This design comes from an exercise in tuning for small area and a short achievable clock period on the open sky130 flow, not from production work.
Only simulation tests tie the RTL to the original design; equivalence was not proved.

==> flow/design.v (outline; a module is shown in full before it is edited, if it fits) <==
// module HA: 6 lines
// module COS_LUT: 144 lines
// module FA: 6 lines
// module fft_butterfly: 2433 lines
module fft_butterfly(clk, rst, in_valid, k,
                     ar, ai, br, bi,
                     out_valid, y0r, y0i, y1r, y1i);
  // ...
==> flow/flow/run.sh <==
#!/bin/bash
# Layout flow: the standard ORFS flow (standard.sh, unchanged synthesis),
# with two changes to how the layout is made:
#  - the port buffers are sky130_fd_sc_hd__buf_2 cells instead of the delay
#    buffers buffer_ports picks by default (every port still gets a buffer);
#  - ORFS's repair_timing steps aim at a setup margin of SETUP_MARGIN ns below
#    the 10 ns clock, so they size up the slowest paths.
# The clock period and constraints are the design's. Each tool's output goes
# to flow.log here; ORFS keeps its per-step logs under orfs/logs/.
set -euo pipefail
cd "$(dirname "$0")/.."
SETUP_MARGIN=$(cat flow/setup_margin.txt)
bash standard.sh "BUFFER_PORTS_ARGS=-buffer_cell sky130_fd_sc_hd__buf_2" \
  "SETUP_SLACK_MARGIN=$SETUP_MARGIN" finish > flow.log 2>&1
==> flow/flow/setup_margin.txt <==
6.2
==> flow/standard.sh <==
#!/bin/bash
# synth_recipe.tcl (not shown) runs the flow's synth.tcl, then flattens the netlist and writes it again
# the make line also repeats each setting of config.mk as NAME=value (left out here)
make -C /OpenROAD-flow-scripts/flow DESIGN_CONFIG=/design/flow/config.mk WORK_HOME=/design/flow/orfs CLKGATE_MAP_FILE= SYNTH_SCRIPT=/design/flow/synth_recipe.tcl "${@:-finish}"
==> flow/config.mk <==
export PLATFORM = sky130hd
export DESIGN_NAME = fft_butterfly
export DESIGN_NICKNAME = fft_butterfly
export VERILOG_FILES = /design/flow/design.v
export SDC_FILE = /design/flow/constraint.sdc
export NUM_CORES = 4
export LEC_CHECK = 0
export ABC_AREA = 1
export CAP_MARGIN = 50
export CORE_MARGIN = 2
export CORE_UTILIZATION = 55
export CTS_BUF_LIST = sky130_fd_sc_hd__clkbuf_4 sky130_fd_sc_hd__clkbuf_8
export PLACE_DENSITY = 0.7
export SLEW_MARGIN = 70
export SYNTH_HIERARCHICAL = 1
export SYNTH_MEMORY_MAX_BITS = 32768
==> flow/constraint.sdc <==
create_clock -name core_clock -period 10.0 [get_ports {clk}]
set_input_delay 2.0000 -clock core_clock [delete_from_list [all_inputs] [get_ports {clk}]]
set_output_delay 2.0000 -clock core_clock [all_outputs]
set_load 0.01 [all_outputs]
==> impl_metrics.yaml, run 1 <==
setup_path:
  rr_worst_depth: 8
  cp_max_fo: 34
  required_ps: 10520
  worstReg2RegEnd: "q3_n604"
  crit_chain: "inv_6 > o22ai_1 > xor2_1 > fa_1 > fa_1 > fa_1 > fa_1 > fa_1"
  crit-reg2reg-launch: "q2_n51"
  slowest_delay_ps: 550
  slowest_stage: "dfxtp_1"
detailed_routing:
  ant_nets: 0
  top_layer_used: "met5"
  first_iter_violations: 2716
finish:
  multi_input_area_share_pct: 62.54
  buf_share_pct: 3.703
  utilization_pct: 60.89
  largest_cell_class: "multi-input gates"
  finalNonFillerCells: 4105
  drive_gt1_share_pct: 12.80
  buffers: 194
synth:
  syn_avg_cell_area_um2: 9.594
  synth_top_cell_area_share_pct: 28.10
  synthXorXnorAreaFrac_pct: 14.15
  synth_cells: 3253
worst_hold_path:
  whs_endpoint: "q2_ai_4"
outcome:
  status: "complete, no violations"
sta:
  drv_slew: 0
  max_clock_freq_mhz: 263.6
  setup_ws_ps: 6206
  rsz0062_at_grt: "false"
clock_tree:
  cts.sinks: 395
  hold_buffers: 0
  clk_pin_slew_ps: 60
floorplanning:
  dieArea_um2: 58670
job:
  cap_violations: 0
global_route:
  busiest_layer: "met2"
  grt_pass1_wl_um: 147200
  grtUsageMet2_pct: 49.92
  use_met1_pct: 39.82
placement:
  portBuffers: 156
  dp_hpwl_um: 64210
  dp.cells: 3982
==> inputs of run 2 (changes only) <==
==> flow/flow/setup_margin.txt (replaced) <==
6.4
==> impl_metrics.yaml, run 2 <==
synth:
  syn_avg_cell_area_um2: 9.594
  yosysMostFrequentCell: "xor2_1"
  synth_top_cell_area_share_pct: 28.10
  synth_top_cell_by_area: "fa_1"
  ys_seq_area_share_pct: 25.34
  synth_edf_count: 0
  ys_ff_latch: 395
  yosysWarnings: 8
  synth_area_leaders: "fa_1 (28%), dfxtp_1 (25%), xor2_1 (13%), o22ai_1 (8.2%), nand2_1 (5.0%)"
  synth_area_um2: 31210
  synth_flop_cell: "dfxtp_1"
  synth_commonest_cells: "xor2_1 (463), fa_1 (438), nand2_1 (417)"
  ys_types: 48
  async_flop_share_pct: 0
  synth_cells: 3253
sta:
  period_needed_ps: 3575
  timing.slew.headroom_pct: 65.87
  fin_skew_ps: 33.56
  max_clock_freq_mhz: 279.7
  finalSetupViolations: 0
  fin_crit_sh_pct: 35.75
  finalSetupTns_ps: 0
  hold_viol_final: 0
  drv_slew: 0
  tightest_slew_ps: 510.2
  rsz0062_at_grt: "true"
setup_path:
  critical_path_cell_count: 9
  crit_type: "flop to flop"
  slowest_stage: "fa_1"
  crit_chain: "inv_1 > clkbuf_8 > o22ai_2 > xor2_1 > fa_1 > fa_1 > fa_1 > fa_1 > fa_1"
  rr_worst_depth: 9
  r2r_slack_ps: 6430
  crit_path_start_kind: "flop"
  cp_max_fo: 33
  slowest_delay_ps: 530
  crit-reg2reg-launch: "q2_n70"
  cp.arrival_ps: 4100
  crit_buf_inv: 2
  required_ps: 10520
  crit_family: "adder cells"
  cpMostUsedCell: "fa_1"
  critPathCaptureType: "flop"
  worstReg2RegEnd: "q3_n1244"
placement:
  dp.cells: 3982
  gp_congestion: 0.9454
  dp_hpwl_um: 64210
  postPlaceCellArea_um2: 32570
  portBuffers: 156
worst_hold_path:
  whs_endpoint: "q2_ai_4"
  hold_depth: 0
  hold_class: "flop to flop"
  hold_start: "q1_ai_4"
clock_tree:
  cts_buffers: 67
  cts.path.max_buffers: 3
  cts_max_level: 3
  hold_buffers: 0
  clk_pin_slew_ps: 70
  cts.sinks: 395
  clock-root-buffer: "clkbuf_8"
  cts_tree: "yes"
  clock_latency_ps: 680
detailed_routing:
  vias: 25437
  avgViaCountPerCell: 6.177
  drc: 0
  wl_um: 95100
  wl_per_cell_um: 23.09
  first_iter_violations: 2845
  drtPass1Iterations: 7
  ant_nets: 0
finish:
  drive_gt1_share_pct: 14.17
  multi_input_area_um2: 21520
  seq_area_um2: 7995
  reg_top3: "y0r: 18 flops, y1i: 18 flops"
  area_growth_pct: 10.96
  finalNonFillerCells: 4118
  final.fill_count: 4626
  layout_commonest_cell: "xor2_1"
  fin_nets: 3959
  final_cell_mix: "xor2_1 (457), fa_1 (429), nand2_1 (416), o22ai_1 (402), dfxtp_1 (357)"
  design_area_um2: 34630
outcome:
  status: "complete, no violations"
floorplanning:
  chipHeight_um: 242.2
  io_pins: 157
  dieArea_um2: 58670
  rows: 87
  die_x_um: 242.2
  initial_utilization_pct: 55.45
  fp.coreArea_um2: 56280
global_route:
  grt_usage_pct: 32.23
  grt_max_degree: 41
  grt_pass1_wl_um: 147400
  grt_pass1_vias: 26878
  antenna_found_initial: 3
  overflow: 0
job:
  cap_violations: 0
## run 2: cell counts after synthesis
Identical to the previous run, type by type.
## run 2: area by class of cell
type	count	area share (%)
Multi-Input combinational cell	2379	62.14
Sequential cell	395	23.09
Timing Repair Buffer	209	4.137
Inverter	262	3.548
Clock buffer	89	3.357
Tap cell	756	2.732
Clock inverter	26	0.9792
Antenna cell	2	0.01445
## run 2: cells by family (layout without fill, tap and decap cells)
| kind of cell | Yosys count | in the layout | share of synthesized area (%) |
|---|---|---|---|
| flops | 395 | 395 | 25.34 |
| xor+xnor | 499 | 499 | 14.15 |
| simple gates | 653 | 653 | 8.479 |
| mux | 5 | 5 | 0.1804 |
| other cells | 1 | 12 | 0.01202 |
| buf+inv | 488 | 586 | 6.338 |
| fa+ha+maj | 561 | 561 | 33.03 |
| compound gates | 651 | 651 | 12.48 |
## run 2: worst max-delay path by stage
| stage | to | slack (ps) | start |
|---|---|---|---|
| after global placement | q3_n472 | 5980 | q2_n1041 |
| after detailed placement | q3_n1354 | 6210 | q2_br_17 |
| after floorplan | q3_n494 | 6520 | q2_n941 |
| final | q3_n1244 | 6430 | q2_n70 |
| after global routing | q3_n494 | 6380 | q2_bi_2 |
| after CTS | q3_n604 | 6360 | q2_n52 |
## run 2: modules after synthesis (local to each module, per instance)
module / flops+latches / copies in the design / area, um2
fft_butterfly: 395 / 1 / 19920
HA: 0 / 44 / 12.51
COS_LUT: 0 / 1 / 2694
FA: 0 / 402 / 20.02
## run 2: repair_timing
item / in CTS / in global routing
buffers inserted: 4 / 11
resized for setup: 23 / 97
gates cloned: 0 / 2
pin swaps: 1 / 11
hold endpoints to repair: 0 / 0
endpoints found under the setup margin: 51 / 43
## run 2: metal layers
layer	vias to the layer above	track usage, %	share of wire [%]	wire length (um)
li1	10834	-	-	-
met1	12208	39.87	36	34460
met2	1880	50.08	45	42610
met3	507	11.40	13	12570
met4	8	16.19	5.5	5272
met5	-	0	0.19	176
## run 2: metrics by stage
step | util (%) | setup WS, ps | hold WS, ps
after floorplan | - | 6518 | 309.6
after global placement | 57.24 | 5984 | 310.1
after detailed placement | 57.87 | 6207 | 312.1
after CTS | 60.70 | 6362 | 309.1
after global routing | 61.53 | 6384 | 313.1
final | 61.53 | 6425 | 308.3
==> inputs of run 3 (changes only) <==
==> flow/flow/setup_margin.txt (replaced) <==
6.5
==> impl_metrics.yaml, run 3 <==
worst_hold_path:
  hold_class: "flop to flop"
  hold_start: "q1_ai_4"
detailed_routing:
  wl_per_cell_um: 24.04
  drc: 0
  first_iter_violations: 3357
  avgViaCountPerCell: 6.267
  ant_nets: 0
  wl_um: 99570
  vias: 25951
  drtPass1Iterations: 11
placement:
  postPlaceCellArea_um2: 32570
  dp_hpwl_um: 64210
  preCtsSetupSlack_ps: 6207
  gp_congestion: 0.9454
  dp.cells: 3982
  portBuffers: 156
finish:
  reg_top3: "y0r: 18 flops, y1i: 18 flops"
  seq_area_um2: 8026
  finalNonFillerCells: 4141
  drive_gt1_share_pct: 16.49
  area_growth_pct: 13.44
  utilization_pct: 62.91
  design_area_um2: 35400
  layout_commonest_cell: "xor2_1"
  final_cell_mix: "xor2_1 (451), nand2_1 (414), fa_1 (409), o22ai_1 (380), dfxtp_1 (350)"
  multi_input_area_um2: 21760
  fin_nets: 3982
  final.fill_count: 4537
clock_tree:
  cts_max_level: 3
  clock-root-buffer: "clkbuf_8"
  cts.sinks: 395
  cts_tree: "yes"
  clk_pin_slew_ps: 60
  hold_buffers: 0
  cts_buffers: 67
  cts.path.max_buffers: 3
  clock_latency_ps: 680
global_route:
  grt_pass1_wl_um: 149400
  grt_max_degree: 41
  busiest_layer: "met2"
  antenna_found_initial: 5
  met3_usage_pct: 11.42
  overflow: 0
  grt_pass1_vias: 27105
  grt_usage_pct: 32.76
  use_met1_pct: 40.55
  grtUsageMet2_pct: 50.40
setup_path:
  crit_chain: "clkinv_8 > o22ai_1 > xor2_1 > fa_1 > fa_1 > fa_1 > fa_1 > fa_1"
  slowest_stage: "fa_1"
  cp_max_fo: 17
  critPathCaptureType: "flop"
  cp.arrival_ps: 4130
  crit_buf_inv: 1
  cp-startpoint: "q2_n57"
  slowest_delay_ps: 530
  crit_type: "flop to flop"
  cpMostUsedCell: "fa_1"
  required_ps: 10530
  crit_path_start_kind: "flop"
  crit-reg2reg-launch: "q2_n57"
  r2r_slack_ps: 6400
  crit_family: "adder cells"
floorplanning:
  io_pins: 157
  die_x_um: 242.2
  rows: 87
  chipHeight_um: 242.2
  initial_utilization_pct: 55.45
  dieArea_um2: 58670
  fp.coreArea_um2: 56280
synth:
  synth_top_cell_by_area: "fa_1"
  synth_cells: 3253
  synth_area_leaders: "fa_1 (28%), dfxtp_1 (25%), xor2_1 (13%), o22ai_1 (8.2%), nand2_1 (5.0%)"
  synth_commonest_cells: "xor2_1 (463), fa_1 (438), nand2_1 (417)"
  ys_ff_latch: 395
  yosysWarnings: 8
  async_flop_share_pct: 0
  synth_edf_count: 0
  ys_types: 48
  synth_area_um2: 31210
  syn_avg_cell_area_um2: 9.594
  synth_flop_cell: "dfxtp_1"
  yosysMostFrequentCell: "xor2_1"
  synth_top_cell_area_share_pct: 28.10
  ys_seq_area_share_pct: 25.34
sta:
  timing.slew.headroom_pct: 66.08
  finalSetupTns_ps: 0
  tightest_slew_ps: 507.1
  rsz0062_at_grt: "true"
  hold_ws_ps: 308.8
  period_needed_ps: 3599
  max_clock_freq_mhz: 277.8
  setup_ws_ps: 6401
  fin_skew_ps: 38.91
  drv_slew: 0
  finalSetupViolations: 0
  fin_crit_sh_pct: 35.99
  hold_viol_final: 0
job:
  cap_violations: 0
outcome:
  status: "complete, no violations"
==> run 3: cell counts after synthesis <==
Identical to the previous run, type by type.
==> run 3: cells by family (layout without fill, tap and decap cells) <==
kind of cell / after synthesis / after routing / synth area share [%]
fa+ha+maj: 561 / 561 / 33.03
compound gates: 651 / 651 / 12.48
other cells: 1 / 12 / 0.01202
buf+inv: 488 / 609 / 6.338
simple gates: 653 / 653 / 8.479
flops: 395 / 395 / 25.34
mux: 5 / 5 / 0.1804
xor+xnor: 499 / 499 / 14.15
==> run 3: layer usage <==
layer | share of wire (%) | vias up
met5 | 0.11 | -
met4 | 6.9 | 8
met2 | 44 | 1975
met1 | 35 | 12477
li1 | - | 10873
met3 | 14 | 618
==> run 3: final timing paths <==
path                                 end  cells past startpoint
worst min register to register   q2_ai_4                      0
worst max-delay path            q3_n1354                      8
worst min-delay path             q2_ai_4                      0
worst max register to register  q3_n1354                      8
==> run 3: what timing repair did <==
action | in CTS | in global routing
cloned | 4 | 11
endpoints found under the setup margin | 60 | 59
pin swaps | 13 | 19
setup buffers | 6 | 19
resized for setup | 98 | 133
==> run 3: cell type report <==
class / count / share of cell area, %
well taps: 756 / 2.672
repair buffers: 221 / 4.683
diodes: 2 / 0.01414
multi-input cells: 2379 / 61.47
repair inverters: 11 / 0.3004
inverters: 262 / 3.944
flip-flops and latches: 395 / 22.67
clock inverters: 26 / 0.9578
clock buffers: 89 / 3.283
==> run 3: worst register-to-register path, stage by stage (launching register included) <==
cell and delay [ps]:
dfxtp_4 400, clkinv_8 140, o22ai_1 250, xor2_1 270, fa_1 500, fa_1 440, fa_1 460, fa_1 530
fa_1 450
==> run 3: modules after synthesis (local to each module, per instance) <==
module	flops+latches	cell area (um2)	cells	times used
fft_butterfly	395	19920	2224	1
FA	0	20.02	1	402
COS_LUT	0	2694	583	1
HA	0	12.51	1	44
==> inputs of run 4 (changes only) <==
==> flow/flow/setup_margin.txt (replaced) <==
6.6
==> impl_metrics.yaml, run 4 <==
setup_path:
  crit_buf_inv: 1
  slowest_delay_ps: 540
  crit_chain: "inv_6 > o22ai_1 > xor2_1 > fa_1 > fa_1 > fa_2 > fa_1 > fa_1"
  critPathCaptureType: "flop"
  cp.arrival_ps: 4040
  cp_max_fo: 24
  crit_path_start_kind: "flop"
  rr_worst_depth: 8
  cpMostUsedCell: "fa_1"
  r2r_slack_ps: 6480
  crit_type: "flop to flop"
  crit_family: "adder cells"
  worstReg2RegEnd: "q3_n1354"
  crit-reg2reg-launch: "q2_br_15"
  slowest_stage: "fa_1"
  required_ps: 10520
worst_hold_path:
  hold_start: "q1_ar_9"
  hold_depth: 0
  hold_class: "flop to flop"
  whs_endpoint: "q2_ar_9"
detailed_routing:
  wl_um: 98870
  drtPass1Iterations: 9
  first_iter_violations: 2967
  vias: 25955
  avgViaCountPerCell: 6.268
  drc: 0
  wl_per_cell_um: 23.88
  ant_nets: 0
finish:
  multi_input_area_um2: 22030
  antenna_cells: 0
  fin_nets: 3984
  utilization_pct: 63.55
  finalNonFillerCells: 4141
  final_cell_mix: "xor2_1 (446), nand2_1 (412), fa_1 (385), o22ai_1 (371), dfxtp_1 (345)"
  seq_area_um2: 8043
  reg_top3: "y0r: 18 flops, y1i: 18 flops"
  drive_gt1_share_pct: 18.23
  area_growth_pct: 14.60
  layout_commonest_cell: "xor2_1"
  final.fill_count: 4511
floorplanning:
  die_x_um: 242.2
  dieArea_um2: 58670
  rows: 87
  initial_utilization_pct: 55.45
  io_pins: 157
  fp.coreArea_um2: 56280
  chipHeight_um: 242.2
clock_tree:
  cts.path.max_buffers: 3
  cts_max_level: 3
  cts.sinks: 395
  hold_buffers: 0
  cts_tree: "yes"
  clock_latency_ps: 680
  clock-root-buffer: "clkbuf_8"
  clk_pin_slew_ps: 60
  cts_buffers: 66
job:
  cap_violations: 0
sta:
  hold_viol_final: 0
  finalSetupViolations: 0
  drv_slew: 0
  tightest_slew_ps: 555.7
  rsz0062_at_grt: "true"
  period_needed_ps: 3522
  max_clock_freq_mhz: 283.9
  fin_skew_ps: 44.90
  setup_ws_ps: 6478
  timing.slew.headroom_pct: 62.83
  fin_crit_sh_pct: 35.22
  finalSetupTns_ps: 0
synth:
  synth_cells: 3253
  synth_top_family_by_area: "adder cells"
  synthSimpleGateAreaFrac_pct: 8.479
  async_flop_share_pct: 0
  yosysMostFrequentCell: "xor2_1"
  synth-compound-area-share_pct: 12.48
  synthXorXnorAreaFrac_pct: 14.15
  synth_top_cell_by_area: "fa_1"
  yosysWarnings: 8
  ys_types: 48
  synth_flop_cell: "dfxtp_1"
  synth_area_leaders: "fa_1 (28%), dfxtp_1 (25%), xor2_1 (13%), o22ai_1 (8.2%), nand2_1 (5.0%)"
  ys_seq_area_share_pct: 25.34
  synth.area.mux_share_pct: 0.1804
  ys_ff_latch: 395
  synth_area_um2: 31210
  synth_fa_ha_area_share_pct: 33.03
  synth_edf_count: 0
  syn_avg_cell_area_um2: 9.594
  synth_commonest_cells: "xor2_1 (463), fa_1 (438), nand2_1 (417)"
  synth_top_cell_area_share_pct: 28.10
global_route:
  grt_max_degree: 41
  overflow: 0
  grt_pass1_vias: 27138
  antenna_found_initial: 3
  grt_pass1_wl_um: 150300
  grt_usage_pct: 32.93
placement:
  preCtsSetupSlack_ps: 6220
  dp_hpwl_um: 63440
  gp_congestion: 0.9405
  dp.cells: 3981
  portBuffers: 156
outcome:
  status: "complete, no violations"
[run 4: layout make-up]
| cell class | count | area share (%) |
|---|---|---|
| Timing Repair inverter | 4 | 0.1399 |
| Inverter | 262 | 4.006 |
| Tap cell | 756 | 2.645 |
| Timing Repair Buffer | 231 | 5.143 |
| Multi-Input combinational cell | 2379 | 61.61 |
| Clock inverter | 22 | 0.6017 |
| Clock buffer | 92 | 3.366 |
| Sequential cell | 395 | 22.49 |
[run 4: stage by stage]
step | area, um2 | hold WS, ps
2_1_floorplan | 31290 | 309.6
3_3_place_gp | 32210 | 310.4
3_5_place_dp | 32560 | 312.1
4_1_cts | 35000 | 324.5
5_1_grt | 35760 | 323.7
6_report | 35760 | 308.5
[run 4: per-layer routing]
metal / global-route usage [%] / vias to the layer above / part of all wire [%]
met2: 50.68 / 1965 / 44
li1: - / 10870 / -
met3: 10.90 / 560 / 13
met1: 40.70 / 12556 / 36
met4: 18.94 / 4 / 6.5
met5: 0 / - / 0.10
[run 4: worst max path at each step]
| stage | slack (ps) | startpoint | cells after the start | endpoint |
|---|---|---|---|---|
| 6_report | 6480 | q2_br_15 | 8 | q3_n1354 |
| 5_1_grt | 6490 | q2_br_12 | 8 | q3_n1354 |
| 4_1_cts | 6550 | q2_n45 | 8 | q3_n472 |
| 3_5_place_dp | 6220 | q2_br_17 | 8 | q3_n1354 |
| 3_3_place_gp | 5980 | q2_n1041 | 8 | q3_n472 |
| 2_1_floorplan | 6600 | q2_n57 | 9 | q3_n1266 |
[run 4: kinds of logic after synthesis]
logic type	count (synthesis)
AND/OR/NAND/NOR	653
AO/OA/AOI/OAI	651
adder cells (fa/ha/maj)	561
XOR/XNOR	499
buffers and inverters	488
flip-flops	395
multiplexers	5
other	1
[run 4: what timing repair did]
action	CTS	global route
setup buffers	23	9
endpoints found under the setup margin	72	71
resized for setup	207	131
endpoints found under the hold margin	0	0
pin swaps	25	45
gates cloned	7	6
[run 4: Yosys stat by module (local to each module, per instance)]
module	copies in the design	flops+latches	cells inside
COS_LUT	1	0	583
FA	402	0	1
fft_butterfly	1	395	2224
HA	44	0	1

## re-timing with driven ports
In the flow no input, the clock included, has a driving cell. The finished layouts below were timed again as built, in two steps.
Step 1: set_driving_cell puts a clkbuf_16 on clk and a buf_2 on each other input, an assumption about the parent block.
Step 2 times the ports against the registers' clock, not the clock port: input delays grow and output delays shrink by t, the midpoint of the rising clock arrivals with the driver on.
Slacks: no drivers / after step 1 / after step 2; pairs: no drivers / after step 1.
run | shift t [ns] | setup slack, ns | hold WS [ns]
run 1 | 0.714 | 6.206 / 6.206 / 6.206 | 0.309 / 0.309 / 0.309
run 2 | 0.724 | 6.425 / 6.425 / 6.425 | 0.308 / 0.308 / 0.308
run 3 | 0.734 | 6.401 / 6.401 / 6.401 | 0.309 / 0.309 / 0.309
run 4 | 0.718 | 6.478 / 6.478 / 6.478 | 0.308 / 0.308 / 0.308
After both steps setup and hold are still met in every run listed.
